Source: an optimization exercise on an open RTL-to-GDS flow (aim: small area and a short achievable clock period). Production flows keep margins and buffers that such runs may drop. Function was checked by simulation only, so behaviour that the tests miss may differ from the original. No activity file was given, so power comes from the tool's default toggle rates.

==> design.v <==
`timescale 1ns / 1ps
module fp16_adder(
input [15:0] numi1,
input [15:0] numi2,
input clk,
output [15:0] ans,
output [1:0] iszero,
output reg [1:0] isinf,
output reg isnan
    );
    wire [4:0]  e1 = numi1[14:10];
    wire [4:0]  e2 = numi2[14:10];
    wire        s1 = numi1[15];
    wire        s2 = numi2[15];
    wire [10:0] m1 = {1'b1, numi1[9:0]};
    wire [10:0] m2 = {1'b1, numi2[9:0]};
    wire inf_p = (numi1 == 16'h7c00) | (numi2 == 16'h7c00);
    wire inf_n = (numi1 == 16'hfc00) | (numi2 == 16'hfc00);
    wire special = (&e1) | (&e2);
    wire [5:0]  d12  = {1'b0, e1} - {1'b0, e2};
    wire [4:0]  d21  = e2 - e1;
    wire        ge   = ~d12[5];
    wire [4:0]  d    = ge ? d12[4:0] : d21;
    wire [4:0]  emax = ge ? e1 : e2;
    wire [10:0] m2s  = m2 >> d;
    wire        sz = s1 ^ s2;
    wire [11:0] t  = {1'b0, m1} + ({1'b0, m2s} ^ {12{sz}}) + {11'd0, sz};
    wire        neg = sz & (e1 == e2) & (numi2[9:0] > numi1[9:0]);
    wire [9:0]  nt  = numi2[9:0] - numi1[9:0];
    reg [4:0] emax_r;
    reg       c_r, h_r, rs_r;
    reg [9:0] v_r;
    always @(posedge clk) begin
        isinf  <= inf_p ? 2'b01 : inf_n ? 2'b10 : 2'b00;
        isnan  <= special & ~inf_p & ~inf_n;
        emax_r <= emax;
        c_r    <= t[11];
        h_r    <= t[10];
        rs_r   <= neg ? s2 : s1;
        v_r    <= neg ? {nt[9:1], 1'b0} : t[9:0];
    end
    reg [3:0] lz;
    integer i;
    always @* begin
        lz = 4'd10;
        for (i = 0; i < 10; i = i + 1)
            if (v_r[i]) lz = 4'd9 - i[3:0];
    end
    wire [4:0] xe = emax_r + ~{1'b0, lz};
    wire       uf = (xe == 5'd0) | (xe >= 5'd15);
    wire [9:0] vn = v_r << lz;
    reg [4:0] re;
    reg [9:0] rf;
    always @* begin
        if (c_r) begin
            re = emax_r + 5'd1;
            rf = {1'b0, v_r[9:1]};
        end else if (!h_r) begin
            re = uf ? 5'd18 : xe;
            rf = uf ? 10'd0 : {vn[8:0], 1'b0};
        end else begin
            re = 5'd0;
            rf = v_r;
        end
    end
    wire zero = ~c_r & (v_r == 10'd0);
    wire zsgn = rs_r & h_r;
    wire spec = isinf[1] | isinf[0] | isnan;
    assign iszero = (spec | ~zero) ? 2'b00 : {1'b1, ~zsgn};
    assign ans    = (spec | zero) ? 16'd0 : {rs_r, re, rf};
endmodule
`timescale 1ns / 1ps
module fp16_simple_multiplier(
input [15:0] numi1,
input [15:0] numi2,
input clk,
output [15:0] ans
    );
    wire [9:0]  x = numi1[9:0];
    wire [9:0]  y = numi2[9:0];
    wire [21:0] ra, rb;
    wire pp0_0 = x[0] & y[0];
    wire pp0_1 = x[0] & y[1];
    wire pp0_2 = x[0] & y[2];
    wire pp0_3 = x[0] & y[3];
    wire pp0_4 = x[0] & y[4];
    wire pp0_5 = x[0] & y[5];
    wire pp0_6 = x[0] & y[6];
    wire pp0_7 = x[0] & y[7];
    wire pp0_8 = x[0] & y[8];
    wire pp0_9 = x[0] & y[9];
    wire pp1_0 = x[1] & y[0];
    wire pp1_1 = x[1] & y[1];
    wire pp1_2 = x[1] & y[2];
    wire pp1_3 = x[1] & y[3];
    wire pp1_4 = x[1] & y[4];
    wire pp1_5 = x[1] & y[5];
    wire pp1_6 = x[1] & y[6];
    wire pp1_7 = x[1] & y[7];
    wire pp1_8 = x[1] & y[8];
    wire pp1_9 = x[1] & y[9];
    wire pp2_0 = x[2] & y[0];
    wire pp2_1 = x[2] & y[1];
    wire pp2_2 = x[2] & y[2];
    wire pp2_3 = x[2] & y[3];
    wire pp2_4 = x[2] & y[4];
    wire pp2_5 = x[2] & y[5];
    wire pp2_6 = x[2] & y[6];
    wire pp2_7 = x[2] & y[7];
    wire pp2_8 = x[2] & y[8];
    wire pp2_9 = x[2] & y[9];
    wire pp3_0 = x[3] & y[0];
    wire pp3_1 = x[3] & y[1];
    wire pp3_2 = x[3] & y[2];
    wire pp3_3 = x[3] & y[3];
    wire pp3_4 = x[3] & y[4];
    wire pp3_5 = x[3] & y[5];
    wire pp3_6 = x[3] & y[6];
    wire pp3_7 = x[3] & y[7];
    wire pp3_8 = x[3] & y[8];
    wire pp3_9 = x[3] & y[9];
    wire pp4_0 = x[4] & y[0];
    wire pp4_1 = x[4] & y[1];
    wire pp4_2 = x[4] & y[2];
    wire pp4_3 = x[4] & y[3];
    wire pp4_4 = x[4] & y[4];
    wire pp4_5 = x[4] & y[5];
    wire pp4_6 = x[4] & y[6];
    wire pp4_7 = x[4] & y[7];
    wire pp4_8 = x[4] & y[8];
    wire pp4_9 = x[4] & y[9];
    wire pp5_0 = x[5] & y[0];
    wire pp5_1 = x[5] & y[1];
    wire pp5_2 = x[5] & y[2];
    wire pp5_3 = x[5] & y[3];
    wire pp5_4 = x[5] & y[4];
    wire pp5_5 = x[5] & y[5];
    wire pp5_6 = x[5] & y[6];
    wire pp5_7 = x[5] & y[7];
    wire pp5_8 = x[5] & y[8];
    wire pp5_9 = x[5] & y[9];
    wire pp6_0 = x[6] & y[0];
    wire pp6_1 = x[6] & y[1];
    wire pp6_2 = x[6] & y[2];
    wire pp6_3 = x[6] & y[3];
    wire pp6_4 = x[6] & y[4];
    wire pp6_5 = x[6] & y[5];
    wire pp6_6 = x[6] & y[6];
    wire pp6_7 = x[6] & y[7];
    wire pp6_8 = x[6] & y[8];
    wire pp6_9 = x[6] & y[9];
    wire pp7_0 = x[7] & y[0];
    wire pp7_1 = x[7] & y[1];
    wire pp7_2 = x[7] & y[2];
    wire pp7_3 = x[7] & y[3];
    wire pp7_4 = x[7] & y[4];
    wire pp7_5 = x[7] & y[5];
    wire pp7_6 = x[7] & y[6];
    wire pp7_7 = x[7] & y[7];
    wire pp7_8 = x[7] & y[8];
    wire pp7_9 = x[7] & y[9];
    wire pp8_0 = x[8] & y[0];
    wire pp8_1 = x[8] & y[1];
    wire pp8_2 = x[8] & y[2];
    wire pp8_3 = x[8] & y[3];
    wire pp8_4 = x[8] & y[4];
    wire pp8_5 = x[8] & y[5];
    wire pp8_6 = x[8] & y[6];
    wire pp8_7 = x[8] & y[7];
    wire pp8_8 = x[8] & y[8];
    wire pp8_9 = x[8] & y[9];
    wire pp9_0 = x[9] & y[0];
    wire pp9_1 = x[9] & y[1];
    wire pp9_2 = x[9] & y[2];
    wire pp9_3 = x[9] & y[3];
    wire pp9_4 = x[9] & y[4];
    wire pp9_5 = x[9] & y[5];
    wire pp9_6 = x[9] & y[6];
    wire pp9_7 = x[9] & y[7];
    wire pp9_8 = x[9] & y[8];
    wire pp9_9 = x[9] & y[9];
    wire hs0, hc0;
    fp16_ha u_hs0 (.a(pp0_9), .b(pp1_8), .s(hs0), .co(hc0));
    wire fs1, fc1;
    fp16_fa u_fs1 (.a(pp1_9), .b(pp2_8), .c(pp3_7), .s(fs1), .co(fc1));
    wire hs2, hc2;
    fp16_ha u_hs2 (.a(pp4_6), .b(pp5_5), .s(hs2), .co(hc2));
    wire fs3, fc3;
    fp16_fa u_fs3 (.a(pp2_9), .b(pp3_8), .c(pp4_7), .s(fs3), .co(fc3));
    wire hs4, hc4;
    fp16_ha u_hs4 (.a(pp5_6), .b(pp6_5), .s(hs4), .co(hc4));
    wire fs5, fc5;
    fp16_fa u_fs5 (.a(pp3_9), .b(pp4_8), .c(pp5_7), .s(fs5), .co(fc5));
    wire hs6, hc6;
    fp16_ha u_hs6 (.a(pp0_6), .b(pp1_5), .s(hs6), .co(hc6));
    wire fs7, fc7;
    fp16_fa u_fs7 (.a(pp0_7), .b(pp1_6), .c(pp2_5), .s(fs7), .co(fc7));
    wire hs8, hc8;
    fp16_ha u_hs8 (.a(pp3_4), .b(pp4_3), .s(hs8), .co(hc8));
    wire fs9, fc9;
    fp16_fa u_fs9 (.a(pp0_8), .b(pp1_7), .c(pp2_6), .s(fs9), .co(fc9));
    wire fs10, fc10;
    fp16_fa u_fs10 (.a(pp3_5), .b(pp4_4), .c(pp5_3), .s(fs10), .co(fc10));
    wire hs11, hc11;
    fp16_ha u_hs11 (.a(pp6_2), .b(pp7_1), .s(hs11), .co(hc11));
    wire fs12, fc12;
    fp16_fa u_fs12 (.a(hs0), .b(pp2_7), .c(pp3_6), .s(fs12), .co(fc12));
    wire fs13, fc13;
    fp16_fa u_fs13 (.a(pp4_5), .b(pp5_4), .c(pp6_3), .s(fs13), .co(fc13));
    wire fs14, fc14;
    fp16_fa u_fs14 (.a(pp7_2), .b(pp8_1), .c(pp9_0), .s(fs14), .co(fc14));
    wire fs15, fc15;
    fp16_fa u_fs15 (.a(hc0), .b(fs1), .c(hs2), .s(fs15), .co(fc15));
    wire fs16, fc16;
    fp16_fa u_fs16 (.a(pp6_4), .b(pp7_3), .c(pp8_2), .s(fs16), .co(fc16));
    wire fs17, fc17;
    fp16_fa u_fs17 (.a(pp9_1), .b(x[0]), .c(y[0]), .s(fs17), .co(fc17));
    wire fs18, fc18;
    fp16_fa u_fs18 (.a(fc1), .b(hc2), .c(fs3), .s(fs18), .co(fc18));
    wire fs19, fc19;
    fp16_fa u_fs19 (.a(hs4), .b(pp7_4), .c(pp8_3), .s(fs19), .co(fc19));
    wire fs20, fc20;
    fp16_fa u_fs20 (.a(pp9_2), .b(x[1]), .c(y[1]), .s(fs20), .co(fc20));
    wire fs21, fc21;
    fp16_fa u_fs21 (.a(fc3), .b(hc4), .c(fs5), .s(fs21), .co(fc21));
    wire fs22, fc22;
    fp16_fa u_fs22 (.a(pp6_6), .b(pp7_5), .c(pp8_4), .s(fs22), .co(fc22));
    wire fs23, fc23;
    fp16_fa u_fs23 (.a(pp9_3), .b(x[2]), .c(y[2]), .s(fs23), .co(fc23));
    wire fs24, fc24;
    fp16_fa u_fs24 (.a(fc5), .b(pp4_9), .c(pp5_8), .s(fs24), .co(fc24));
    wire fs25, fc25;
    fp16_fa u_fs25 (.a(pp6_7), .b(pp7_6), .c(pp8_5), .s(fs25), .co(fc25));
    wire fs26, fc26;
    fp16_fa u_fs26 (.a(pp9_4), .b(x[3]), .c(y[3]), .s(fs26), .co(fc26));
    wire fs27, fc27;
    fp16_fa u_fs27 (.a(pp5_9), .b(pp6_8), .c(pp7_7), .s(fs27), .co(fc27));
    wire fs28, fc28;
    fp16_fa u_fs28 (.a(pp8_6), .b(pp9_5), .c(x[4]), .s(fs28), .co(fc28));
    wire fs29, fc29;
    fp16_fa u_fs29 (.a(pp6_9), .b(pp7_8), .c(pp8_7), .s(fs29), .co(fc29));
    wire hs30, hc30;
    fp16_ha u_hs30 (.a(pp0_4), .b(pp1_3), .s(hs30), .co(hc30));
    wire fs31, fc31;
    fp16_fa u_fs31 (.a(pp0_5), .b(pp1_4), .c(pp2_3), .s(fs31), .co(fc31));
    wire hs32, hc32;
    fp16_ha u_hs32 (.a(pp3_2), .b(pp4_1), .s(hs32), .co(hc32));
    wire fs33, fc33;
    fp16_fa u_fs33 (.a(hs6), .b(pp2_4), .c(pp3_3), .s(fs33), .co(fc33));
    wire fs34, fc34;
    fp16_fa u_fs34 (.a(pp4_2), .b(pp5_1), .c(pp6_0), .s(fs34), .co(fc34));
    wire fs35, fc35;
    fp16_fa u_fs35 (.a(hc6), .b(fs7), .c(hs8), .s(fs35), .co(fc35));
    wire fs36, fc36;
    fp16_fa u_fs36 (.a(pp5_2), .b(pp6_1), .c(pp7_0), .s(fs36), .co(fc36));
    wire fs37, fc37;
    fp16_fa u_fs37 (.a(fc7), .b(hc8), .c(fs9), .s(fs37), .co(fc37));
    wire fs38, fc38;
    fp16_fa u_fs38 (.a(fs10), .b(hs11), .c(pp8_0), .s(fs38), .co(fc38));
    wire fs39, fc39;
    fp16_fa u_fs39 (.a(fc9), .b(fc10), .c(hc11), .s(fs39), .co(fc39));
    wire fs40, fc40;
    fp16_fa u_fs40 (.a(fs12), .b(fs13), .c(fs14), .s(fs40), .co(fc40));
    wire fs41, fc41;
    fp16_fa u_fs41 (.a(fc12), .b(fc13), .c(fc14), .s(fs41), .co(fc41));
    wire fs42, fc42;
    fp16_fa u_fs42 (.a(fs15), .b(fs16), .c(fs17), .s(fs42), .co(fc42));
    wire fs43, fc43;
    fp16_fa u_fs43 (.a(fc15), .b(fc16), .c(fc17), .s(fs43), .co(fc43));
    wire fs44, fc44;
    fp16_fa u_fs44 (.a(fs18), .b(fs19), .c(fs20), .s(fs44), .co(fc44));
    wire fs45, fc45;
    fp16_fa u_fs45 (.a(fc18), .b(fc19), .c(fc20), .s(fs45), .co(fc45));
    wire fs46, fc46;
    fp16_fa u_fs46 (.a(fs21), .b(fs22), .c(fs23), .s(fs46), .co(fc46));
    wire fs47, fc47;
    fp16_fa u_fs47 (.a(fc21), .b(fc22), .c(fc23), .s(fs47), .co(fc47));
    wire fs48, fc48;
    fp16_fa u_fs48 (.a(fs24), .b(fs25), .c(fs26), .s(fs48), .co(fc48));
    wire fs49, fc49;
    fp16_fa u_fs49 (.a(fc24), .b(fc25), .c(fc26), .s(fs49), .co(fc49));
    wire fs50, fc50;
    fp16_fa u_fs50 (.a(fs27), .b(fs28), .c(y[4]), .s(fs50), .co(fc50));
    wire fs51, fc51;
    fp16_fa u_fs51 (.a(fc27), .b(fc28), .c(fs29), .s(fs51), .co(fc51));
    wire fs52, fc52;
    fp16_fa u_fs52 (.a(pp9_6), .b(x[5]), .c(y[5]), .s(fs52), .co(fc52));
    wire fs53, fc53;
    fp16_fa u_fs53 (.a(fc29), .b(pp7_9), .c(pp8_8), .s(fs53), .co(fc53));
    wire fs54, fc54;
    fp16_fa u_fs54 (.a(pp9_7), .b(x[6]), .c(y[6]), .s(fs54), .co(fc54));
    wire fs55, fc55;
    fp16_fa u_fs55 (.a(pp8_9), .b(pp9_8), .c(x[7]), .s(fs55), .co(fc55));
    wire hs56, hc56;
    fp16_ha u_hs56 (.a(pp0_3), .b(pp1_2), .s(hs56), .co(hc56));
    wire fs57, fc57;
    fp16_fa u_fs57 (.a(hs30), .b(pp2_2), .c(pp3_1), .s(fs57), .co(fc57));
    wire fs58, fc58;
    fp16_fa u_fs58 (.a(hc30), .b(fs31), .c(hs32), .s(fs58), .co(fc58));
    wire fs59, fc59;
    fp16_fa u_fs59 (.a(fc31), .b(hc32), .c(fs33), .s(fs59), .co(fc59));
    wire fs60, fc60;
    fp16_fa u_fs60 (.a(fc33), .b(fc34), .c(fs35), .s(fs60), .co(fc60));
    wire fs61, fc61;
    fp16_fa u_fs61 (.a(fc35), .b(fc36), .c(fs37), .s(fs61), .co(fc61));
    wire fs62, fc62;
    fp16_fa u_fs62 (.a(fc37), .b(fc38), .c(fs39), .s(fs62), .co(fc62));
    wire fs63, fc63;
    fp16_fa u_fs63 (.a(fc39), .b(fc40), .c(fs41), .s(fs63), .co(fc63));
    wire fs64, fc64;
    fp16_fa u_fs64 (.a(fc41), .b(fc42), .c(fs43), .s(fs64), .co(fc64));
    wire fs65, fc65;
    fp16_fa u_fs65 (.a(fc43), .b(fc44), .c(fs45), .s(fs65), .co(fc65));
    wire fs66, fc66;
    fp16_fa u_fs66 (.a(fc45), .b(fc46), .c(fs47), .s(fs66), .co(fc66));
    wire fs67, fc67;
    fp16_fa u_fs67 (.a(fc47), .b(fc48), .c(fs49), .s(fs67), .co(fc67));
    wire fs68, fc68;
    fp16_fa u_fs68 (.a(fc49), .b(fc50), .c(fs51), .s(fs68), .co(fc68));
    wire fs69, fc69;
    fp16_fa u_fs69 (.a(fc51), .b(fc52), .c(fs53), .s(fs69), .co(fc69));
    wire fs70, fc70;
    fp16_fa u_fs70 (.a(fc53), .b(fc54), .c(fs55), .s(fs70), .co(fc70));
    wire fs71, fc71;
    fp16_fa u_fs71 (.a(fc55), .b(pp9_9), .c(x[8]), .s(fs71), .co(fc71));
    wire hs72, hc72;
    fp16_ha u_hs72 (.a(pp0_2), .b(pp1_1), .s(hs72), .co(hc72));
    wire fs73, fc73;
    fp16_fa u_fs73 (.a(hs56), .b(pp2_1), .c(pp3_0), .s(fs73), .co(fc73));
    wire fs74, fc74;
    fp16_fa u_fs74 (.a(hc56), .b(fs57), .c(pp4_0), .s(fs74), .co(fc74));
    wire fs75, fc75;
    fp16_fa u_fs75 (.a(fc57), .b(fs58), .c(pp5_0), .s(fs75), .co(fc75));
    wire fs76, fc76;
    fp16_fa u_fs76 (.a(fc58), .b(fs59), .c(fs34), .s(fs76), .co(fc76));
    wire fs77, fc77;
    fp16_fa u_fs77 (.a(fc59), .b(fs60), .c(fs36), .s(fs77), .co(fc77));
    wire fs78, fc78;
    fp16_fa u_fs78 (.a(fc60), .b(fs61), .c(fs38), .s(fs78), .co(fc78));
    wire fs79, fc79;
    fp16_fa u_fs79 (.a(fc61), .b(fs62), .c(fs40), .s(fs79), .co(fc79));
    wire fs80, fc80;
    fp16_fa u_fs80 (.a(fc62), .b(fs63), .c(fs42), .s(fs80), .co(fc80));
    wire fs81, fc81;
    fp16_fa u_fs81 (.a(fc63), .b(fs64), .c(fs44), .s(fs81), .co(fc81));
    wire fs82, fc82;
    fp16_fa u_fs82 (.a(fc64), .b(fs65), .c(fs46), .s(fs82), .co(fc82));
    wire fs83, fc83;
    fp16_fa u_fs83 (.a(fc65), .b(fs66), .c(fs48), .s(fs83), .co(fc83));
    wire fs84, fc84;
    fp16_fa u_fs84 (.a(fc66), .b(fs67), .c(fs50), .s(fs84), .co(fc84));
    wire fs85, fc85;
    fp16_fa u_fs85 (.a(fc67), .b(fs68), .c(fs52), .s(fs85), .co(fc85));
    wire fs86, fc86;
    fp16_fa u_fs86 (.a(fc68), .b(fs69), .c(fs54), .s(fs86), .co(fc86));
    wire fs87, fc87;
    fp16_fa u_fs87 (.a(fc69), .b(fs70), .c(y[7]), .s(fs87), .co(fc87));
    wire fs88, fc88;
    fp16_fa u_fs88 (.a(fc70), .b(fs71), .c(y[8]), .s(fs88), .co(fc88));
    wire fs89, fc89;
    fp16_fa u_fs89 (.a(fc71), .b(x[9]), .c(y[9]), .s(fs89), .co(fc89));
    assign ra = {1'b0, fc89, fc88, fc87, fc86, fc85, fc84, fc83, fc82, fc81, fc80, fc79, fc78, fc77, fc76, fc75, fc74, fc73, hc72, hs72, pp0_1, pp0_0};
    assign rb = {1'b0, 1'b1, fs89, fs88, fs87, fs86, fs85, fs84, fs83, fs82, fs81, fs80, fs79, fs78, fs77, fs76, fs75, fs74, fs73, pp2_0, pp1_0, 1'b0};
    wire [21:0] p   = ra + rb;
    wire        sz  = numi1[15] ^ numi2[15];
    reg  [11:0] hi_r;
    reg         inc_r, sz_r;
    reg  [4:0]  eb_r;
    always @(posedge clk) begin
        hi_r  <= p[21:10];
        inc_r <= sz ^ (p[9] & (p[8:0] != 9'd0));
        sz_r  <= sz;
        eb_r  <= numi1[14:10] + numi2[14:10] + 5'd17;
    end
    wire [11:0] r   = hi_r + {11'd0, inc_r};
    wire [4:0]  eb1 = eb_r + 5'd1;
    assign ans = r[11] ? {sz_r, eb1, r[10:1]} : {sz_r, eb_r, r[9:0]};
endmodule
module fp16_fa(input a, input b, input c, output s, output co);
    assign s  = a ^ b ^ c;
    assign co = (a & b) | (c & (a ^ b));
endmodule
module fp16_ha(input a, input b, output s, output co);
    assign s  = a ^ b;
    assign co = a & b;
endmodule
`timescale 1ns / 1ps
module fp16_arith(
input clk,
input [15:0] numi1,
input [15:0] numi2,
output [15:0] sum,
output [1:0] iszero,
output [1:0] isinf,
output isnan,
output [15:0] prod
    );
    fp16_adder u_add(
        .numi1(numi1),
        .numi2(numi2),
        .clk(clk),
        .ans(sum),
        .iszero(iszero),
        .isinf(isinf),
        .isnan(isnan)
    );
    fp16_simple_multiplier u_mul(
        .numi1(numi1),
        .numi2(numi2),
        .clk(clk),
        .ans(prod)
    );
endmodule
==> run.sh <==
#!/bin/bash
# synth_recipe.tcl (not shown) runs the flow's synth.tcl, then flattens the netlist and writes it again
# the make line also repeats each setting of config.mk as NAME=value (left out here)
make -C /OpenROAD-flow-scripts/flow DESIGN_CONFIG=/design/flow/config.mk WORK_HOME=/design/flow/orfs CLKGATE_MAP_FILE= SYNTH_SCRIPT=/design/flow/synth_recipe.tcl finish
==> config.mk <==
export PLATFORM = sky130hd
export DESIGN_NAME = fp16_arith
export DESIGN_NICKNAME = fp16_arith
export VERILOG_FILES = /design/flow/design.v
export SDC_FILE = /design/flow/constraint.sdc
export NUM_CORES = 4
export LEC_CHECK = 0
export CAP_MARGIN = 20
export CORE_MARGIN = 2
export CORE_UTILIZATION = 40
export SLEW_MARGIN = 20
==> constraint.sdc <==
create_clock -name core_clock -period 17.0 [get_ports {clk}]
set_input_delay 3.4000 -clock core_clock [delete_from_list [all_inputs] [get_ports {clk}]]
set_output_delay 3.4000 -clock core_clock [all_outputs]
set_load 0.01 [all_outputs]
==> impl.org, run 1 <==
** Status
- Result of the run :: complete, no violations

** Critical path
- In this run the worst path has a maximum fanout of 10.
- Critical Path Start Type :: input pin
- Cell at the slowest stage of the critical path :: sky130_fd_sc_hd__clkdlybuf4s50_1
- Most common cell type on the critical path :: sky130_fd_sc_hd__inv_1
- STA puts the critical path data arrival time at 8.76 ns.
- The critical path goes through clkdlybuf4s50_1 > inv_1 > nor2_1 > ha_1 > inv_1 > fa_1 > fa_1 > inv_1 > fa_1 > inv_1 > fa_1 > inv_1 > ha_1 > nand3_1 > o211ai_1 > nand3_1 > and3_1 > o41ai_1 > a21oi_1 > xor2_1.
- STA classifies the critical path endpoint as a flip-flop.
- On the worst path, the slowest cell contributes a delay of 0.72 ns.
- At the worst endpoint, the required time is roughly 17 ns.
- Class of the most critical setup path :: input pin to flip-flop
- The number of buffers and inverters on the critical path is 6.
- Top Family by Delay on Critical Path :: adder cells

** Clock tree
- CTS H-Tree Depth :: 2
- Clock tree from TritonCTS :: done
- TritonCTS created 5 clock buffers.
- Gates resized during post-CTS repair numbered 0.
- The longest clock path from root to sink contains 2 buffers.
- Cell chosen for the clock root :: sky130_fd_sc_hd__clkbuf_16
- Clock sink count :: 40
- Number of post-CTS setup repair buffers :: 0
- Clock-pin slew was measured on the worst setup and hold paths at 0.06 ns.
- In this run, post-CTS hold repair placed 0 buffers.

** Routing
- The first routing iteration left 480 violations.
- After detailed routing, the average wire length per cell comes to about 16 um.
- The pre-antenna-repair detailed-routing pass consisted of 5 iterations.
- Count of antenna-violating nets left after detailed routing :: 0
- Total wire length :: 21,800 um
- Detailed routing inserted a total of 7,213 vias.
- Post-DR vias/cell :: 5.29
- Residual DRC count :: 0

** Timing
- Worst-Margin Slew :: 1.00 ns
- Minimum setup slack in the final design :: 8.41 ns
- The worst path in the final design needs a cycle of 8.59 ns, including I/O delays and setup.
- In this run the tightest slew margin relative to its limit is 32.6%.
- Final setup TNS :: 0 ns
- Final hold vios :: 0
- Static timing analysis puts the maximum clock frequency at 116 MHz.
- Of the available clock period, the critical path in the final layout requires 50.6%.
- Final setup violation count :: 0
- Setup repair after global routing left no endpoint under its margin.
- Hold is met by 3.77 ns.
- The number of max-slew violations in the final report came to 0.

** Die
- Measured along the x axis, the die boundary spans 147 um.
- I/O pin count :: 70
- After floorplanning, the core was divided into 52 placement rows.
- Initial Utilization :: 40.7%
- Vertical die dimension :: approximately 150 um
- Core box area :: 20,200 um^2
- Die area :: approximately 22,000 um^2

** Placed design
- Timing analysis after detailed placement gives a worst setup slack of 8.12 ns.
- Half-perimeter wire length after placement :: 17,800 um
- Placer congestion estimate :: about 0.88
- Area after DPL :: about 9100 um^2
- During placement, the flow inserted port buffers numbering 69.

** Yosys
- Summing every instance area after synthesis gives 8200 um^2.
- Ys async rst share :: 0%
- Synthesis produced a netlist whose cell count is 1,051.
- Register bit count reported by yosys :: 40
- After synthesis, flip-flops and latches occupy roughly a tenth of the total area.
- Proportion of netlist area held by the largest area contributor :: between 20% and 30%
- Counting instances in the post-synthesis netlist gives the leading cell types as sky130_fd_sc_hd__inv_1 (175), sky130_fd_sc_hd__nand2_1 (122), sky130_fd_sc_hd__nor2_1 (92).
- sky130_fd_sc_hd__fa_1 takes more of the synthesized area than any other cell.
- Number of flops mapped to enable cells by yosys :: 0
- Top-count cell post-synth :: sky130_fd_sc_hd__inv_1
- The most used flip-flop cell after synthesis is sky130_fd_sc_hd__dfxtp_1.
- The Yosys step of the flow raised 2 warnings.
- Yosys cell types :: 74
- Average footprint of a synthesized cell :: 7.80 um^2
- Syn_nets :: approximately 1.3k
- By area the synthesized netlist is led by sky130_fd_sc_hd__fa_1 (21%), sky130_fd_sc_hd__ha_1 (13%), sky130_fd_sc_hd__dfxtp_1 (9.8%), sky130_fd_sc_hd__inv_1 (8.0%), sky130_fd_sc_hd__nand2_1 (5.6%).

** Global routing
- In the global route stage, overall resource usage came out at ~20%.
- Vias in the first global route :: 6,706
- Maximum number of pins on one net before global-route repair :: 27
- Leftover overflow at the end of global routing :: 0
- Global-route wire length before repair :: 35,500 um
- Antenna violations before repair :: 0

** Finish
- From synthesis to final layout, the design area changed by 13.2%.
- The finished cells cover 9280 um^2.
- # diodes :: 0
- Post-layout net count :: 1,294
- Of the cells placed in the final design, the portion with a size suffix greater than 1 is 3.57%.

** Hold path
- The worst hold path was traced through 3 stages.
- Launch instance of the worst min-delay path :: numi2[15]
- For hold timing, the worst endpoint is u_add.rs_r.
- The tightest min-delay check is of the input pin to flip-flop type.

** Power and ir drop
- Total chip power :: 1.30 mW
- The analysis attributes to cell leakage a power of 4.37 nW.
- In this run the power density over the cells is 141 nW/um^2.
- Worst IR drop on VDD :: 0.0000760 V

** Run
- Max-cap violations in this run came to 0.
## worst max-delay path by stage
stage / from / endpoint / slack, ns / cells after the start
after floorplan: numi2[8] / u_mul.hi_r[10] / 9.23 / 21
after global placement: numi1[1] / u_mul.hi_r[10] / 8.17 / 21
after detailed placement: numi1[1] / u_mul.hi_r[10] / 8.12 / 20
after CTS: numi1[1] / u_mul.hi_r[10] / 8.45 / 20
after global routing: numi1[1] / u_mul.hi_r[10] / 8.08 / 20
final: numi1[1] / u_mul.hi_r[10] / 8.41 / 20
## metal layers
| metal | GRT usage [%] | vias up | wire length [um] |
|---|---|---|---|
| li1 | - | 3557 | - |
| met1 | 31.8 | 3428 | 11000 |
| met2 | 30.5 | 217 | 9500 |
| met3 | 1.30 | 11 | 1180 |
| met4 | 3.32 | 0 | 162 |
| met5 | 0 | - | 0 |
## sequential cells by signal, summed over array words and instances (netlist names)
| name | count |
|---|---|
| u_mul.hi_r | 12 |
| u_add.v_r | 10 |
| u_add.emax_r | 5 |
| u_mul.eb_r | 5 |
| u_add.isinf | 2 |
| u_add.c_r | 1 |
| u_add.h_r | 1 |
| u_add.isnan | 1 |
| u_add.rs_r | 1 |
| u_mul.inc_r | 1 |
| u_mul.sz_r | 1 |
## per-stage QoR
stage	std cells	utilization [%]
global placement	1355	45.1
detailed placement	1355	45.1
CTS	1363	46.0
finish	1363	46.0
global route	1363	46.0
floorplan	1051	-
## cells in the final DEF (no fill, tap or decap), drive strengths merged, types with 7 or more instances in the layout
cell type,n
mux2,7
xnor2,46
and3,14
a31oi,10
o21ai,36
nand4,11
o21bai,8
and2,20
ha,82
a21o,12
a211oi,10
nand3,21
a21oi,55
dfxtp,40
nor4,8
inv,177
nor2,93
nand2,122
clkdlybuf4s50,69
fa,87
nor2b,11
mux2i,21
xor2,11
nor3,25
## power breakdown
part | switching (mW) | leakage [nW] | total [mW] | internal, mW
combinational | 0.538 | 3.94 | 1.00 | 0.462
clock | 0.0350 | 0.0871 | 0.108 | 0.0734
sequential | 0.0591 | 0.336 | 0.196 | 0.137
## cells by family after synthesis
logic type               count (synthesis)  share of synthesized area, %
AO/OA/AOI/OAI                          196                          16.5
XOR/XNOR                                57                          6.09
adder cells (fa/ha/maj)                169                          33.8
buffers and inverters                  216                          10.1
flip-flops                              40                          9.77
multiplexers                            31                          4.44
AND/OR/NAND/NOR                        342                          19.3
## layout make-up
cell class / instances / area [um^2]
clock inverter: 2 / 38.8
timing repair buffer: 73 / 721
tap: 270 / 338
fill: 2038 / 10900
sequential: 40 / 801
inverter: 177 / 664
multi-input combinational: 795 / 6580
clock buffer: 6 / 139
==> inputs of run 2 (changes only) <==
--- a/config.mk
+++ b/config.mk
@@ -9,3 +9,4 @@
 export CORE_MARGIN = 2
 export CORE_UTILIZATION = 40
 export SLEW_MARGIN = 20
+export SYNTH_HIERARCHICAL = 1
==> impl.org, run 2 <==
** Yosys
- Ys async rst share :: 0% (unchanged)
- The commonest cells after synthesis are sky130_fd_sc_hd__and2_1 (104), sky130_fd_sc_hd__fa_1 (87), sky130_fd_sc_hd__nand2_1 (73).
- Total of warnings raised by yosys :: 8 (+6)
- The mean instance size in the synthesized netlist came to 8.54 um^2 (+9.5%).
- Cell types occupying the most area after synthesis :: sky130_fd_sc_hd__fa_1 (22%), sky130_fd_sc_hd__ha_1 (11%), sky130_fd_sc_hd__dfxtp_1 (10%), sky130_fd_sc_hd__and2_1 (8.2%), sky130_fd_sc_hd__xnor2_1 (4.9%)
- Cell area after synthesis :: 7950 um^2 (-3.1%)
- The sequential element share of the synthesized area was 10.1% (+0.31 points).
- The unique cell type count in the Yosys netlist was 81 (+9.5%).
- The proportion of netlist area held by the largest area contributor came to 21.9% (+0.68 points).
- Number of flops mapped to enable cells by yosys :: 0 (unchanged)
- In the post-synthesis netlist, the cell with the most instances is sky130_fd_sc_hd__and2_1.
- The count of state elements after synthesis was 40 (unchanged).
- Among all flip-flop cells after synthesis, the most frequent one is sky130_fd_sc_hd__dfxtp_1.
- Syn_nets :: 1,122 (-10%)
- Gate Count Post-Synth :: 930 (-12%)
- Most area-hungry cell type in the Yosys netlist :: sky130_fd_sc_hd__fa_1

** Placed design
- Half-perimeter wire length after placement :: 15,500 um (-13%)
- Placer congestion estimate :: 0.860 (-2.2%)
- Inst Count DP :: 1,236 (-8.8%)
- Count of buffers from port buffering :: 69 (unchanged)

** Timing
- The number of max-slew violations in the final report was 0 (unchanged).
- Minimum hold slack :: 3.82 ns (+0.0552 ns)
- Setup repair after global routing left no endpoint under its margin.
- Final setup violation count :: 0 (unchanged)
- The transition at the pin with the smallest max-transition slack was 0.993 ns (-0.0106 ns).
- Post-layout min period :: 9.10 ns (+0.505 ns)
- The maximum clock frequency is 110 MHz (-5.6%).
- The share of the clock period used by the worst path after layout was 53.5% (+3.0 points).
- Final setup TNS :: 0 ns (unchanged)
- Worst-case headroom to the max-slew limit :: 33.3% (+0.71 points)
- Final hold vios :: 0 (unchanged)

** Finish
- The count of filler cells inserted in the layout is 1,974 (-3.1%).
- Most flops, register :: u_mul.hi_r
- The number of flip-flops in the largest register was 12 (unchanged).
- Area growth from synthesis to layout :: 13.1% (about the same)
- The core utilization of the finished layout is 46.2% (+0.17 points).
- Commonest cells after routing, fill and taps aside :: sky130_fd_sc_hd__and2_1 (104), sky130_fd_sc_hd__fa_1 (87), sky130_fd_sc_hd__nand2_1 (73)
- Registers with the most flip-flops :: u_mul.hi_r (12), u_add.v_r (10)
- The final antenna diode count was 0 (unchanged).
- The proportion of layout cells with a drive suffix above 1 came to 3.99% (+0.42 points).
- The post-layout instance count excluding filler cells is 1,243 (-8.8%).
- The library cell used most frequently in the layout, excluding fill and tap cells, is sky130_fd_sc_hd__and2_1.
- Post-layout net count :: 1,170 (-9.6%)

** Critical path
- Crit path DAT :: 9.34 ns (+0.58 ns)
- The worst endpoint required time was 17.24 ns (+0.07 ns).
- Critical Path Start Type :: input pin
- Crit path max fanout :: 13 (+3)
- The critical path is of the input pin to flip-flop type.
- Crit. End Element :: flip-flop

** Global routing
- The remaining global-route overflow was 0 (unchanged).
- The first-pass GRT wire length came to 33,100 um (-6.7%).
- The all-layer global routing usage is 18.9% (-1.3 points).
- Antenna violations before repair :: 0 (unchanged)
- Maximum number of pins on one net before global-route repair :: 30 (+11%)
- The via count of the first global-routing pass was 6,630 (-1.1%).

** Power and ir drop
- Worst IR drop on VDD :: 0.0000859 V (+13%)
- Leakage component of the power :: 3.89 nW (-11%)
- Cell Pwr Density :: 144 nW/um^2 (+2.7%)
- Pint :: 0.670 mW (-0.35%)
- Clock share of power :: 7.1% (-1.2 points)
- Switching Share :: 48.4% (-0.11 points)
- Switching power summed over all nets :: 0.628 mW (-0.77%)
- Combinational cell fraction of total power :: 77.4% (+0.7 points)
- Register share of total power :: 15.5% (+0.5 points)

** Routing
- Post-DR vias/cell :: 5.49 (+3.6%)
- The number of optimization iterations in the first detailed-route pass is 5 (unchanged).
- The routed wire length per instance is 15.9 um (-0.50%).
- Total wire length :: 19,800 um (-9.3%)
- Residual DRC count :: 0 (unchanged)
- Via count :: 6,818 (-5.5%)
- DRC marker count from the first detailed-route iteration :: 288 (-40%)
- Count of antenna-violating nets left after detailed routing :: 0 (unchanged)

** Status
- Result of the run :: complete, no violations

** Hold path
- Launch instance of the worst min-delay path :: numi2[13]
- The tightest min-delay check is of the input pin to flip-flop type.
- Hold Path Stages :: 3 (unchanged)
- For hold timing, the worst endpoint is u_add.emax_r[3].

** Die
- The floorplan die width came to 145 um (-1.5%).
- Initial Utilization :: 40.8% (+0.17 points)
- The floorplan row count was 51 (-1.9%).
- Vertical die dimension :: 145 um (-1.5%)
- I/O pin count :: 70 (unchanged)
- Core box area :: 19,500 um^2 (-3.5%)
- The total die area is 21,000 um^2 (-3.0%).

** Clock tree
- The clock buffer count from CTS was 5 (unchanged).
- The level count of the clock H-tree is 2 (unchanged).
- The clock net sink count came to 40 (unchanged).
- Clock-pin slew reported for the worst setup and hold paths after clock tree synthesis :: 0.06 ns (about the same)
- Number of gates resized after cts :: 0 (unchanged)
- Number of post-CTS setup repair buffers :: 0 (unchanged)
- The root buffer cell chosen for the clock tree is sky130_fd_sc_hd__clkbuf_16.
- The maximum number of buffers from clock root to sink came to 2 (unchanged).
- Clock tree from TritonCTS :: done
- Number of hold-repair buffers added at the cts stage :: 0 (unchanged)

** Run
- Max_cap viols :: 0 (unchanged)
## run 2: changes by cell type after synthesis, moves of 7 or more
| cell | before | now |
|---|---|---|
| sky130_fd_sc_hd__nor2_1 | 92 | 61 |
| sky130_fd_sc_hd__nand2_1 | 122 | 73 |
| sky130_fd_sc_hd__nor3_1 | 25 | 16 |
| sky130_fd_sc_hd__xor2_1 | 11 | 21 |
| sky130_fd_sc_hd__inv_1 | 175 | 50 |
| sky130_fd_sc_hd__and2_1 | 20 | 104 |
| sky130_fd_sc_hd__clkbuf_1 | 31 | 20 |
| sky130_fd_sc_hd__and3_1 | 14 | 6 |
| sky130_fd_sc_hd__o21ai_0 | 35 | 43 |
| sky130_fd_sc_hd__a21o_1 | 11 | 18 |
| sky130_fd_sc_hd__nand3_1 | 20 | 27 |
| sky130_fd_sc_hd__ha_1 | 82 | 72 |
## run 2: kinds of logic (layout without fill, tap and decap cells)
kind of cell | Yosys count | count (layout) | share of synthesized area [%]
AO/OA/AOI/OAI | 196 | 196 | 16.0
XOR/XNOR | 67 | 67 | 7.57
adder cells (fa/ha/maj) | 159 | 159 | 33.3
buffers and inverters | 82 | 130 | 4.31
flip-flops | 40 | 40 | 10.1
multiplexers | 30 | 30 | 4.61
AND/OR/NAND/NOR | 356 | 356 | 24.1
## run 2: layout make-up
class / instances / area, um^2 / area share, %
Tap cell: 265 / 332 / 3.69
Clock inverter: 2 / 12.5 / 0.139
Multi-Input combinational cell: 808 / 6810 / 75.8
Timing Repair Buffer: 73 / 721 / 8.02
Inverter: 50 / 188 / 2.09
Clock buffer: 5 / 125 / 1.39
Sequential cell: 40 / 801 / 8.91
## run 2: through the flow
| stage | area (um^2) | power (mW) | setup slack, ns |
|---|---|---|---|
| 2_1_floorplan | 7950 | 0.933 | 8.97 |
| 3_3_place_gp | 8850 | 1.21 | 7.83 |
| 3_5_place_dp | 8850 | 1.21 | 7.72 |
| 4_1_cts | 8990 | 1.31 | 8.00 |
| 5_1_grt | 8990 | 1.44 | 7.48 |
| 6_report | 8990 | 1.30 | 7.90 |
## run 2: worst max path at each step
| stage | from | end | slack (ns) |
|---|---|---|---|
| 4_1_cts | numi2[14] | u_add.c_r | 8.00 |
| 2_1_floorplan | numi2[14] | u_add.c_r | 8.97 |
| 3_5_place_dp | numi2[14] | u_add.c_r | 7.72 |
| 5_1_grt | numi2[14] | u_add.c_r | 7.48 |
| 3_3_place_gp | numi2[14] | u_add.c_r | 7.83 |
| 6_report | numi2[14] | u_add.c_r | 7.90 |
## run 2: critical path: stages
cell and delay, ns:
sky130_fd_sc_hd__clkdlybuf4s50_1 0.50, sky130_fd_sc_hd__inv_1 0.08, sky130_fd_sc_hd__ha_1 0.37, sky130_fd_sc_hd__a21o_1 0.25, sky130_fd_sc_hd__a31oi_1 0.24, sky130_fd_sc_hd__and2_1 0.49
sky130_fd_sc_hd__mux2i_1 0.64, sky130_fd_sc_hd__mux2i_1 0.28, sky130_fd_sc_hd__or3b_2 0.46, sky130_fd_sc_hd__a21oi_1 0.20, sky130_fd_sc_hd__xnor2_1 0.16, sky130_fd_sc_hd__ha_1 0.30
sky130_fd_sc_hd__a21o_1 0.22, sky130_fd_sc_hd__a21o_1 0.19, sky130_fd_sc_hd__a2111oi_0 0.42, sky130_fd_sc_hd__nor3_1 0.15, sky130_fd_sc_hd__a21oi_1 0.17, sky130_fd_sc_hd__nor2b_1 0.07
sky130_fd_sc_hd__nor2_1 0.18, sky130_fd_sc_hd__nand4_1 0.13, sky130_fd_sc_hd__a311oi_1 0.29, sky130_fd_sc_hd__or3_1 0.14
## run 2: Yosys stat by module, one instance, submodules excluded, a selection
module                  times used  cells inside  flops+latches
fp16_fa                         80             1              0
fp16_adder                       1           482             21
fp16_ha                         10             1              0
fp16_simple_multiplier           1           358             19
## run 2: routing by layer
| metal | part of all wire (%) | global-route usage (%) | vias up |
|---|---|---|---|
| met1 | 47 | 25.8 | 3306 |
| li1 | - | - | 3352 |
| met2 | 48 | 32.0 | 146 |
| met3 | 4.2 | 2.77 | 14 |
| met5 | 0 | 0 | - |
| met4 | 0.97 | 3.56 | 0 |
## run 2: power by group through the flow
stage / combinational (mW) / sequential [mW] / clock, mW
after floorplan: 0.770 / 0.163 / 0
after global placement: 1.00 / 0.203 / 0
after detailed placement: 1.01 / 0.203 / 0
after CTS: 1.01 / 0.201 / 0.0948
after global routing: 1.13 / 0.209 / 0.0978
final: 1.00 / 0.201 / 0.0915
==> inputs of run 3 (changes only) <==
==> flow/run.sh (new file) <==
#!/bin/bash
# Own layout flow: the standard ORFS flow, with plain buf_1 cells as the
# port buffers (buffer_ports would otherwise pick clkdlybuf4s50_1, a slow
# delay cell). Every input and output port still gets its own buffer.
set -euo pipefail
export BUFFER_PORTS_ARGS="-buffer_cell sky130_fd_sc_hd__buf_1"
if [[ -f flow/env.sh ]]; then source flow/env.sh; fi
bash standard.sh > standard.log 2>&1
==> standard.sh (new file) <==
#!/bin/bash
# synth_recipe.tcl (not shown) runs the flow's synth.tcl, then flattens the netlist and writes it again
# the make line also repeats each setting of config.mk as NAME=value (left out here)
make -C /OpenROAD-flow-scripts/flow DESIGN_CONFIG=/design/flow/config.mk WORK_HOME=/design/flow/orfs CLKGATE_MAP_FILE= SYNTH_SCRIPT=/design/flow/synth_recipe.tcl "${@:-finish}"
--- a/config.mk
+++ b/config.mk
@@ -9,4 +9,3 @@
 export CORE_MARGIN = 2
 export CORE_UTILIZATION = 40
 export SLEW_MARGIN = 20
-export SYNTH_HIERARCHICAL = 1
removed: run.sh
==> impl.org, run 3 <==
** Finish
- The largest registers in the layout are u_mul.hi_r (12), u_add.v_r (10).
- Flip-flop count of the largest register, all copies and words added :: 12 (unchanged)
- Commonest cells after routing, fill and taps aside :: sky130_fd_sc_hd__inv_1 (175), sky130_fd_sc_hd__nand2_1 (122), sky130_fd_sc_hd__nor2_1 (92)
- # diodes :: 0 (unchanged)
- Leaving out fill and tap cells, the most frequent cell in the layout is sky130_fd_sc_hd__inv_1.
- The register with the most flip-flops in the final layout is u_mul.hi_r.
- The core utilization of the finished layout came to 43.9% (-2.3 points).
- The count of filler cells inserted in the layout was 2,107 (+6.7%).
- Relative to the synthesized area, the layout overhead comes to 7.95%.
- Count of non-filler cells in the finished layout :: 1,368 (+10%)
- Share of cells above drive strength 1 :: 4.01% (+0.020 points)
- The final layout net count came to 1,300 (+11%).
- Cell area after layout :: 8850 um^2 (-1.5%)

** Timing
- The transition at the pin with the smallest max-transition slack came to 1.04 ns (+0.0450 ns).
- The share of the clock period used by the worst path after layout is 48.4% (-5.1 points).
- The hold slack came to 3.43 ns (-0.391 ns).
- Timing-limited maximum frequency :: 122 MHz (+11%)
- RSZ-0062 raised after global routing :: no
- Post-layout min period :: 8.23 ns (-0.874 ns)
- The total negative slack came to 0 ns (unchanged).
- Minimum setup slack in the final design :: 8.77 ns (+0.874 ns)
- Final hold vios :: 0 (unchanged)
- Worst-case headroom to the max-slew limit :: 30.3% (-3.0 points)
- Final setup violation count :: 0 (unchanged)
- The number of max-slew violations in the final report was 0 (unchanged).

** Critical path
- The worst endpoint required time is 17.16 ns (-0.08 ns).
- Class of the most critical setup path :: input pin to flip-flop
- Crit. End Element :: flip-flop
- The critical path data arrival time is 8.39 ns (-0.95 ns).
- The biggest fanout along the worst timing path was 10 (-3).
- Critical Path Start Type :: input pin

** Placed design
- The instance count after placement with tap cells included was 1,361 (+10%).
- Placer congestion estimate :: 0.884 (+2.8%)
- Count of buffers from port buffering :: 69 (unchanged)
- The half-perimeter wire length after placement was 17,500 um (+13%).
- Area after DPL :: 8710 um^2 (-1.5%)
- Worst slack at placement :: 8.48 ns (+0.755 ns)

** Yosys
- Cell area after synthesis :: 8200 um^2 (+3.2%)
- Share of synthesized area occupied by flip-flops and latches :: 9.77% (-0.31 points)
- The proportion of netlist area held by the largest area contributor was 21.2% (-0.68 points).
- The proportion of register bits with asynchronous set or reset after synthesis is 0% (unchanged).
- Yosys cell types :: 74 (-8.6%)
- Syn_nets :: 1,253 (+12%)
- Register bit count reported by yosys :: 40 (unchanged)
- Gate Count Post-Synth :: 1,051 (+13%)
- In the post-synthesis netlist, the cell with the most instances is sky130_fd_sc_hd__inv_1.
- Ranked by total cell area, the synthesized netlist is headed by sky130_fd_sc_hd__fa_1 (21%), sky130_fd_sc_hd__ha_1 (13%), sky130_fd_sc_hd__dfxtp_1 (9.8%), sky130_fd_sc_hd__inv_1 (8.0%), sky130_fd_sc_hd__nand2_1 (5.6%).
- Number of flops mapped to enable cells by yosys :: 0 (unchanged)
- By count the netlist is led by sky130_fd_sc_hd__inv_1 (175), sky130_fd_sc_hd__nand2_1 (122), sky130_fd_sc_hd__nor2_1 (92).
- The largest total area in the synthesized netlist belongs to sky130_fd_sc_hd__fa_1.
- The Yosys warning count was 2 (-6).
- The mean instance size in the synthesized netlist was 7.80 um^2 (-8.7%).
- For this run, the leading register cell type out of synthesis is sky130_fd_sc_hd__dfxtp_1.

** Die
- The floorplan row count is 52 (+2.0%).
- The height of the chip is 147 um (+1.5%).
- The total die area was 21,700 um^2 (+3.1%).
- Initial Utilization :: 40.7% (-0.17 points)
- The floorplan die width was 147 um (+1.5%).
- Core box area :: 20,200 um^2 (+3.6%)
- The I/O pin count is 70 (unchanged).

** Global routing
- Maximum number of pins on one net before global-route repair :: 27 (-10%)
- Vias in the first global route :: 6,797 (+2.5%)
- Leftover overflow at the end of global routing :: 0 (unchanged)
- The initial antenna violation count came to 0 (unchanged).
- The all-layer global routing usage is 19.8% (+0.96 points).
- Global-route wire length before repair :: 35,000 um (+5.9%)

** Routing
- Post-DR vias/cell :: 5.19 (-5.4%)
- Pre-antenna DRT Iters :: 5 (unchanged)
- The count of antenna-violating nets left after detailed routing was 0 (unchanged).
- The routed wire length was 21,300 um (+7.6%).
- DRC marker count from the first detailed-route iteration :: 357 (+24%)
- Via count :: 7,102 (+4.2%)
- The routed wire length per instance was 15.6 um (-2.2%).
- Residual DRC count :: 0 (unchanged)

** Power and ir drop
- Total chip power :: 1.21 mW (-6.5%)
- Pint :: 0.584 mW (-13%)
- The total power per unit cell area came to 137 nW/um^2 (-5.1%).
- Switching Share :: 51.8% (+3.5 points)
- Clock share of power :: 7.2% (about the same)
- Register share of total power :: 16.1% (+0.6 points)
- The combinational cell fraction of total power came to 76.6% (-0.8 points).
- Worst IR drop on VDD :: 0.0000826 V (-3.8%)
- Leakage component of the power :: 4.19 nW (+7.8%)
- The net switching component of the power came to 0.628 mW (+0.13%).

** Clock tree
- The post-CTS setup buffer count came to 0 (unchanged).
- Number of hold-repair buffers added at the cts stage :: 0 (unchanged)
- The clock-pin slew reported for the worst setup and hold paths after clock tree synthesis was 0.05 ns (about the same).
- Cell chosen for the clock root :: sky130_fd_sc_hd__clkbuf_16
- The maximum number of buffers from clock root to sink was 2 (unchanged).
- CTS H-Tree Depth :: 2 (unchanged)
- Clock tree from TritonCTS :: done
- Clock sink count :: 40 (unchanged)
- The post-cts repair resize count came to 0 (unchanged).
- Number of CTS-inserted buffers :: 5 (unchanged)

** Run
- Max_cap viols :: 0 (unchanged)

** Status
- Result of the run :: complete, no violations

** Hold path
- Min-delay worst type :: input pin to flip-flop
run 3: kinds of logic (layout without fill, tap and decap cells):
family | Yosys count | in the layout | share of synthesized area (%)
flip-flops | 40 | 40 | 9.77
AND/OR/NAND/NOR | 342 | 342 | 19.3
multiplexers | 31 | 31 | 4.44
XOR/XNOR | 57 | 57 | 6.09
AO/OA/AOI/OAI | 196 | 196 | 16.5
adder cells (fa/ha/maj) | 169 | 169 | 33.8
buffers and inverters | 216 | 263 | 10.1
run 3: worst max-delay path: stages:
cell	delay [ns]
sky130_fd_sc_hd__buf_1	0.47
sky130_fd_sc_hd__inv_1	0.32
sky130_fd_sc_hd__nor2_1	0.16
sky130_fd_sc_hd__ha_1	0.13
sky130_fd_sc_hd__inv_1	0.05
sky130_fd_sc_hd__fa_1	0.46
sky130_fd_sc_hd__fa_1	0.54
sky130_fd_sc_hd__inv_1	0.05
sky130_fd_sc_hd__fa_1	0.47
sky130_fd_sc_hd__inv_1	0.05
sky130_fd_sc_hd__fa_1	0.49
sky130_fd_sc_hd__inv_1	0.04
sky130_fd_sc_hd__ha_1	0.38
sky130_fd_sc_hd__nand3_1	0.14
sky130_fd_sc_hd__o211ai_1	0.30
sky130_fd_sc_hd__nand3_1	0.14
sky130_fd_sc_hd__and3_1	0.18
sky130_fd_sc_hd__o41ai_1	0.33
sky130_fd_sc_hd__a21oi_1	0.13
sky130_fd_sc_hd__xor2_1	0.15
run 3: metal layers:
layer,track usage (%),wire length [um],vias to the layer above
met4,2.88,133,0
met1,31.3,10900,3343
met3,1.18,969,7
met2,30.3,9310,179
li1,-,-,3573
met5,0,0,-
run 3: worst paths after layout:
path,start,cells past startpoint,endpoint
worst max-delay path,numi1[1],20,u_mul.hi_r[10]
worst min-delay path,numi2[15],3,u_add.rs_r
run 3: power by group through the flow:
| stage | Combinational [mW] | Clock (mW) | Sequential, mW |
|---|---|---|---|
| after floorplan | 0.736 | 0 | 0.163 |
| after global placement | 0.918 | 0 | 0.196 |
| after detailed placement | 0.927 | 0 | 0.196 |
| after CTS | 0.930 | 0.0906 | 0.194 |
| after global routing | 1.05 | 0.0929 | 0.203 |
| final | 0.929 | 0.0879 | 0.196 |
run 3: area by class of cell:
| cell class | instances | area, um^2 | share of cell area [%] |
|---|---|---|---|
| well taps | 270 | 338 | 3.82 |
| multi-input cells | 795 | 6580 | 74.3 |
| clock inverters | 2 | 12.5 | 0.141 |
| inverters | 177 | 664 | 7.51 |
| repair buffers | 79 | 334 | 3.77 |
| flip-flops and latches | 40 | 801 | 9.05 |
| clock buffers | 5 | 125 | 1.41 |
==> inputs of run 4 (changes only) <==
==> flow/env.sh (new file) <==
export SETUP_SLACK_MARGIN=10
--- a/config.mk
+++ b/config.mk
@@ -7,5 +7,5 @@
 export LEC_CHECK = 0
 export CAP_MARGIN = 20
 export CORE_MARGIN = 2
-export CORE_UTILIZATION = 40
+export CORE_UTILIZATION = 70
 export SLEW_MARGIN = 20
==> impl.org, run 4 <==
** Timing
- Number of max-slew violations in the final report :: 0 (unchanged)
- The final setup violation count was 0 (unchanged).
- RSZ-0062 raised after global routing :: yes
- Worst-case headroom to the max-slew limit :: 35.8% (+5.5 points)
- Final hold vios :: 0 (unchanged)
- Fraction of the cycle the final worst path needs :: 43.7% (-4.7 points)
- Worst-Margin Slew :: 0.956 ns (-0.0823 ns)
- The total negative slack was 0 ns (unchanged).
- The maximum clock frequency is 135 MHz (+11%).
- The clock period minus worst slack is 7.43 ns (-0.793 ns).

** Finish
- Compared with the post-synthesis result, the final layout area differs by 22.4%.
- Utilization after layout :: 87.9% (+44 points)
- The count of filler cells inserted in the layout was 613 (-71%).
- Flip-flop count of the largest register, all copies and words added :: 12 (unchanged)
- Most flops, register :: u_mul.hi_r
- Area of the multi-input gates :: 7180 um^2 (+9.2%)
- Commonest cells after routing, fill and taps aside :: sky130_fd_sc_hd__inv_1 (157), sky130_fd_sc_hd__nand2_1 (120), sky130_fd_sc_hd__nor2_1 (83)
- Seq. cell area :: 811 um^2 (+1.3%)
- Post-layout net count :: 1,362 (+4.8%)
- In the final layout, the registers with the most flip-flops are u_mul.hi_r (12), u_add.v_r (10).
- The proportion of layout cells with a drive suffix above 1 came to 22.0% (+18 points).
- Most common cell after layout, fill and taps aside :: sky130_fd_sc_hd__inv_1

** Clock tree
- Clock tree from TritonCTS :: done
- The tree is rooted in a sky130_fd_sc_hd__clkbuf_16.
- The maximum number of buffers from clock root to sink is 2 (unchanged).
- The clock net sink count was 40 (unchanged).
- CTS H-Tree Depth :: 2 (unchanged)
- The clock buffer count from CTS was 5 (unchanged).
- The clock-pin slew reported for the worst setup and hold paths after clock tree synthesis was 0.06 ns (about the same).

** Routing
- The number of remaining DRC errors was 0 (unchanged).
- Via count :: 8,210 (+16%)
- Total wire length :: 25,100 um (+18%)
- Count of antenna-violating nets left after detailed routing :: 0 (unchanged)
- Pre-antenna DRT Iters :: 6 (+1)
- The number of design-rule violations left by the first detailed-router iteration is 1,003 (+180%).
- The routed wire length per instance was 19.3 um (+24%).
- Post-DR vias/cell :: 6.29 (+21%)

** Die
- I/O pin count :: 70 (unchanged)
- Core box area :: 11,400 um^2 (-43%)
- The height of the chip came to 112 um (-24%).
- The floorplan row count was 39 (-25%).
- The effective utilization at floorplan came to 71.8% (+31 points).
- Die area :: 12,600 um^2 (-42%)
- Die X-Extent :: 112 um (-24%)

** Power and ir drop
- The leakage power figure came to 4.71 nW (+12%).
- The total power per unit cell area is 161 nW/um^2 (+18%).
- Worst IR drop on VDD :: 0.000213 V (+160%)

** Yosys
- The number of enable flip-flop cells after synthesis came to 0 (unchanged).
- The post-synthesis instance total was 1,051 (unchanged).
- Top-count cell post-synth :: sky130_fd_sc_hd__inv_1
- Syn_nets :: 1,253 (unchanged)
- Among all flip-flop cells after synthesis, the most frequent one is sky130_fd_sc_hd__dfxtp_1.
- The count of state elements after synthesis came to 40 (unchanged).
- Share of synthesized area occupied by flip-flops and latches :: 9.77% (unchanged)
- Average footprint of a synthesized cell :: 7.80 um^2 (unchanged)
- Total of warnings raised by yosys :: 2 (unchanged)
- Top post-synthesis cells by count :: sky130_fd_sc_hd__inv_1 (175), sky130_fd_sc_hd__nand2_1 (122), sky130_fd_sc_hd__nor2_1 (92)
- Cell area after synthesis :: 8200 um^2 (unchanged)
- The proportion of register bits with asynchronous set or reset after synthesis was 0% (unchanged).
- The unique cell type count in the Yosys netlist came to 74 (unchanged).
- Ranked by total cell area, the synthesized netlist is headed by sky130_fd_sc_hd__fa_1 (21%), sky130_fd_sc_hd__ha_1 (13%), sky130_fd_sc_hd__dfxtp_1 (9.8%), sky130_fd_sc_hd__inv_1 (8.0%), sky130_fd_sc_hd__nand2_1 (5.6%).
- The proportion of netlist area held by the largest area contributor was 21.2% (unchanged).
- Most area-hungry cell type in the Yosys netlist :: sky130_fd_sc_hd__fa_1

** Critical path
- Crit. End Element :: flip-flop
- Crit path DAT :: 7.60 ns (-0.79 ns)
- For this design, the slowest cell found on the critical path is sky130_fd_sc_hd__fa_1.
- The maximum cell stage delay along the critical path is 0.52 ns (-0.02 ns).
- Traced cell by cell, the critical path runs through buf_12 > buf_6 > and2_4 > fa_1 > inv_1 > fa_2 > fa_1 > inv_1 > fa_1 > inv_1 > fa_1 > inv_2 > ha_4 > and3_4 > nand3_4 > and3_4 > o41ai_2 > a21oi_1 > xor2_1.
- In this design, the largest share of critical-path delay is due to adder cells.
- Crit path max fanout :: 6 (-4)
- The worst setup path is of the input pin to flip-flop kind.
- Data required time at the worst endpoint :: 17.17 ns (about the same)
- STA classifies the critical path startpoint as an input pin.
- Among the stages of the critical path, the cell type that occurs most often is sky130_fd_sc_hd__fa_1.
- The critical path buffer and inverter count was 6 (unchanged).

** Hold path
- Destination of the worst hold path :: u_add.rs_r
- The number of stages on the worst hold path was 3 (unchanged).
- Min-delay worst type :: input pin to flip-flop
- Launch instance of the worst min-delay path :: numi2[15]

** Status
- The run finished with no timing, DRC or antenna violations.

** Global routing
- The pin count of the biggest net entering global routing was 27 (unchanged).
- Vias in the first global route :: 7,541 (+11%)
- Leftover overflow at the end of global routing :: 0 (unchanged)
- Antenna violations before repair :: 1 (+1)
- Overall Global Routing Usage :: 34.9% (+15 points)
- Global-route wire length before repair :: 36,100 um (+3.1%)

** Placed design
- Placer congestion estimate :: 0.936 (+5.9%)
- The half-perimeter wire length after placement came to 16,300 um (-7.2%).
- The number of port buffers is 69 (unchanged).

** Run
- The count of max-cap constraint violations is 0 (unchanged).
## run 4: cell counts after synthesis
No cell type changed its count.
## run 4: worst max path at each step
stage,from,endpoint,slack (ns),cells past startpoint
2_1_floorplan,numi2[7],u_mul.hi_r[10],9.49,19
3_3_place_gp,numi2[7],u_mul.hi_r[10],8.77,18
3_5_place_dp,numi2[7],u_mul.hi_r[10],8.66,18
4_1_cts,numi1[2],u_mul.hi_r[10],9.54,19
5_1_grt,numi2[9],u_mul.hi_r[10],9.43,19
6_report,numi2[9],u_mul.hi_r[10],9.57,19
## run 4: repair_timing
action | in CTS | in global routing
hold buffers | 0 | 0
cloned | 0 | 1
endpoints found under the setup margin | 33 | 35
resized for setup | 107 | 97
endpoints found under the hold margin | 0 | 0
buffers inserted | 36 | 31
pin swaps | 42 | 65
## run 4: cell families (layout without fill, tap and decap cells)
kind of cell,Yosys count,in the layout,share of synthesized area (%)
AOI/OAI and AO/OA,196,196,16.5
xor gates and xnor gates,57,57,6.09
adders and majority gates,169,169,33.8
buffers and inverters,216,326,10.1
DFF,40,40,9.77
muxes,31,31,4.44
other,0,1,0
and+or+nand+nor,342,342,19.3
## run 4: per-layer routing
layer,global-route usage [%],routed length (um),vias to the layer above
met5,0,0,-
met4,9.43,897,0
li1,-,-,3706
met1,47.8,9890,3899
met2,59.8,12200,493
met3,3.35,2120,112
## run 4: area by class of cell
class	instances	share of cell area, %
antenna	1	0.0249
clock buffer	6	1.38
clock inverter	2	0.150
inverter	177	6.95
multi-input combinational	795	71.6
sequential	40	8.08
tap	143	1.78
timing repair buffer	141	10.0
## run 4: power by group
group | internal, mW | switching, mW | total (mW)
clock | 0.0583 | 0.0372 | 0.0955
sequential | 0.139 | 0.0643 | 0.203
combinational | 0.608 | 0.713 | 1.32
## run 4: stage by stage
stage / instances / power (mW) / setup WS (ns) / hold slack, ns / instance area [um^2]
floorplan: 1051 / 0.953 / 9.49 / 3.50 / 8420
global placement: 1228 / 1.14 / 8.77 / 3.68 / 8660
detailed placement: 1228 / 1.16 / 8.66 / 3.69 / 8660
CTS: 1272 / 1.39 / 9.54 / 3.40 / 9430
global route: 1304 / 1.73 / 9.43 / 3.42 / 10000
finish: 1305 / 1.62 / 9.57 / 3.39 / 10000
==> inputs of run 5 (changes only) <==
==> flow/env.sh (replaced) <==
export SETUP_SLACK_MARGIN=10.5
--- a/config.mk
+++ b/config.mk
@@ -7,5 +7,5 @@
 export LEC_CHECK = 0
 export CAP_MARGIN = 20
 export CORE_MARGIN = 2
-export CORE_UTILIZATION = 70
+export CORE_UTILIZATION = 60
 export SLEW_MARGIN = 20
==> impl.org, run 5 <==
** Power and ir drop
- Worst IR drop on VDD :: 0.000128 V (-40%)
- The total power per unit cell area came to 159 nW/um^2 (-1.5%).
- The power after layout was 1.68 mW (+3.5%).

** Critical path
- Among cell families on the critical path, the largest total delay comes from adder cells.
- The critical path buffer and inverter count is 6 (unchanged).
- The biggest fanout along the worst timing path is 7 (+1).
- The maximum cell stage delay along the critical path came to 0.51 ns (about the same).
- Cell at the slowest stage of the critical path :: sky130_fd_sc_hd__fa_1
- Critical Path Start Type :: input pin
- The critical path data arrival time is 7.58 ns (-0.02 ns).
- Class of the most critical setup path :: input pin to flip-flop
- Crit. End Element :: flip-flop

** Finish
- The proportion of layout cells with a drive suffix above 1 came to 27.6% (+5.5 points).
- The library cell used most frequently in the layout, excluding fill and tap cells, is sky130_fd_sc_hd__inv_1.
- In the layout the commonest cells are sky130_fd_sc_hd__inv_1 (152), sky130_fd_sc_hd__nand2_1 (113), sky130_fd_sc_hd__nor2_1 (81).
- The final antenna diode count is 0 (-1).
- The largest registers in the layout are u_mul.hi_r (12), u_add.v_r (10).
- Area growth from synthesis to layout :: 28.6%
- The final layout net count came to 1,379 (+1.2%).
- Flip-flop count of the largest register, all copies and words added :: 12 (unchanged)
- Most flops, register :: u_mul.hi_r
- The final design instance area without fill was 10,500 um^2 (+5.1%).
- The core utilization of the finished layout is 79.3% (-8.6 points).

** Timing
- The worst relative slew slack came to 29.1% (-6.7 points).
- Setup repair after global routing could not meet its margin everywhere.
- The total negative slack is 0 ns (unchanged).
- The number of max-slew violations in the final report came to 0 (unchanged).
- The transition at the pin with the smallest max-transition slack is 1.06 ns (+0.106 ns).
- The share of the clock period used by the worst path after layout came to 43.6% (-0.13 points).
- The maximum clock frequency is 135 MHz (+0.31%).
- Final setup violation count :: 0 (unchanged)

** Die
- The floorplan row count came to 42 (+7.7%).
- Core box area :: 13,300 um^2 (+16%)
- The floorplan die width came to 121 um (+7.7%).
- The total die area came to 14,600 um^2 (+16%).
- Initial Utilization :: 61.7% (-10 points)

** Global routing
- Antenna violations before repair :: 0 (-1)
- The first-pass GRT wire length is 38,600 um (+6.8%).
- The via count of the first global-routing pass is 7,759 (+2.9%).
- Overall Global Routing Usage :: 33.1% (-1.8 points)
- Leftover overflow at the end of global routing :: 0 (unchanged)

** Status
- The run finished with no timing, DRC or antenna violations.

** Yosys
- Synth Flop Type :: sky130_fd_sc_hd__dfxtp_1
- Share of synthesized area occupied by flip-flops and latches :: 9.77% (unchanged)
- The proportion of register bits with asynchronous set or reset after synthesis is 0% (unchanged).
- Top-count cell post-synth :: sky130_fd_sc_hd__inv_1
- The unique cell type count in the Yosys netlist was 74 (unchanged).
- sky130_fd_sc_hd__fa_1 takes more of the synthesized area than any other cell.
- Cell area after synthesis :: 8200 um^2 (unchanged)
- Top post-synthesis cells by count :: sky130_fd_sc_hd__inv_1 (175), sky130_fd_sc_hd__nand2_1 (122), sky130_fd_sc_hd__nor2_1 (92)
- Register bit count reported by yosys :: 40 (unchanged)
- Proportion of netlist area held by the largest area contributor :: 21.2% (unchanged)
- Average footprint of a synthesized cell :: 7.80 um^2 (unchanged)
- The Yosys warning count was 2 (unchanged).
- The number of enable flip-flop cells after synthesis was 0 (unchanged).
- The net count after synthesis came to 1,253 (unchanged).

** Routing
- Via count :: 7,894 (-3.8%)
- DRC marker count from the first detailed-route iteration :: 699 (-30%)
- The routed wire length is 24,100 um (-4.1%).
- The number of optimization iterations in the first detailed-route pass was 5 (-1).
- Routed len/inst :: 17.8 um (-7.6%)

** Clock tree
- The clock buffer count from CTS came to 5 (unchanged).
- TritonCTS built the clock tree.
- CTS placed an instance of sky130_fd_sc_hd__clkbuf_16 at the clock tree root.
- CTS H-Tree Depth :: 2 (unchanged)

** Placed design
- The pre-CTS setup slack came to 8.60 ns (-0.0600 ns).
- The total cell area at the placement stage is 8820 um^2 (+1.9%).
- Placer congestion estimate :: 0.923 (-1.3%)
- Half-perimeter wire length after placement :: 16,700 um (+2.5%)

** Run
- Max_cap viols :: 0 (unchanged)

** Hold path
- The worst hold path belongs to the class input pin to flip-flop.
-- run 5: final timing paths --
check | startpoint | endpoint | cells after the start
min | numi1[15] | u_add.rs_r | 3
max | numi1[0] | u_mul.hi_r[10] | 20
-- run 5: layout make-up --
cell class              count  area (um^2)
clock buffers               6          139
clock inverters             2         38.8
fillers                   927         2750
inverters                 177          691
multi-input cells         795         7450
flip-flops and latches     40          813
well taps                 176          220
repair buffers            158         1190
-- run 5: what timing repair did --
action | 4_1_cts | 5_1_grt
hold buffers | 0 | 0
endpoints found under the setup margin | 39 | 41
gates cloned | 0 | 0
buffers inserted | 70 | 13
pin swaps | 82 | 62
resized for setup | 198 | 64
-- run 5: cells by family (layout without fill, tap and decap cells) --
logic type               after synthesis  after routing  share of synthesized area (%)
AND/OR/NAND/NOR                      342            342                           19.3
buffers and inverters                216            343                           10.1
AO/OA/AOI/OAI                        196            196                           16.5
adder cells (fa/ha/maj)              169            169                           33.8
XOR/XNOR                              57             57                           6.09
flip-flops                            40             40                           9.77
multiplexers                          31             31                           4.44
-- run 5: metal layers --
layer,share of wire [%],vias up,global-route usage (%),wire (um)
met5,0,-,0,0
met4,2.4,0,9.67,589
met3,6.6,48,3.38,1600
met2,48,308,54.6,11600
met1,43,3812,46.3,10300
li1,-,3726,-,-
-- run 5: where the power goes --
group | internal (mW) | leakage [nW] | total, mW | switching (mW)
Clock | 0.0734 | 0.0871 | 0.109 | 0.0359
Sequential | 0.139 | 0.337 | 0.204 | 0.0646
Combinational | 0.664 | 4.48 | 1.36 | 0.699
Total | 0.876 | 4.91 | 1.68 | 0.800
-- run 5: metrics by stage --
| step | hold WS [ns] | instances |
|---|---|---|
| after floorplan | 3.50 | 1051 |
| after global placement | 3.69 | 1263 |
| after detailed placement | 3.69 | 1263 |
| after CTS | 3.39 | 1341 |
| after global routing | 3.40 | 1354 |
| final | 3.39 | 1354 |

==> static timing again, ports no longer ideal <==
The results above use ideal ports. As a check the final layouts listed here were re-extracted and re-timed, cells and wires unchanged.
Step 1, drivers: a clkbuf_16 drives clk and a buf_2 each remaining input, both assumed.
Step 2 also shifts input and output timing later by t, the mid clock arrival at the registers, as if the neighbouring blocks saw the same clock.
Slacks: no drivers / after step 1 / after step 2; pairs: no drivers / after step 1.
run | t, ns | slack for setup (ns)
run 1 | 0.314 | 8.406 / 8.416 / 8.102
run 2 | 0.334 | 7.901 / 7.922 / 7.588
run 3 | 0.315 | 8.775 / 8.782 / 8.468
run 4 | 0.321 | 9.567 / 9.521 / 9.201
run 5 | 0.318 | 9.590 / 9.593 / 9.276
After both steps setup and hold are still met in every run listed.
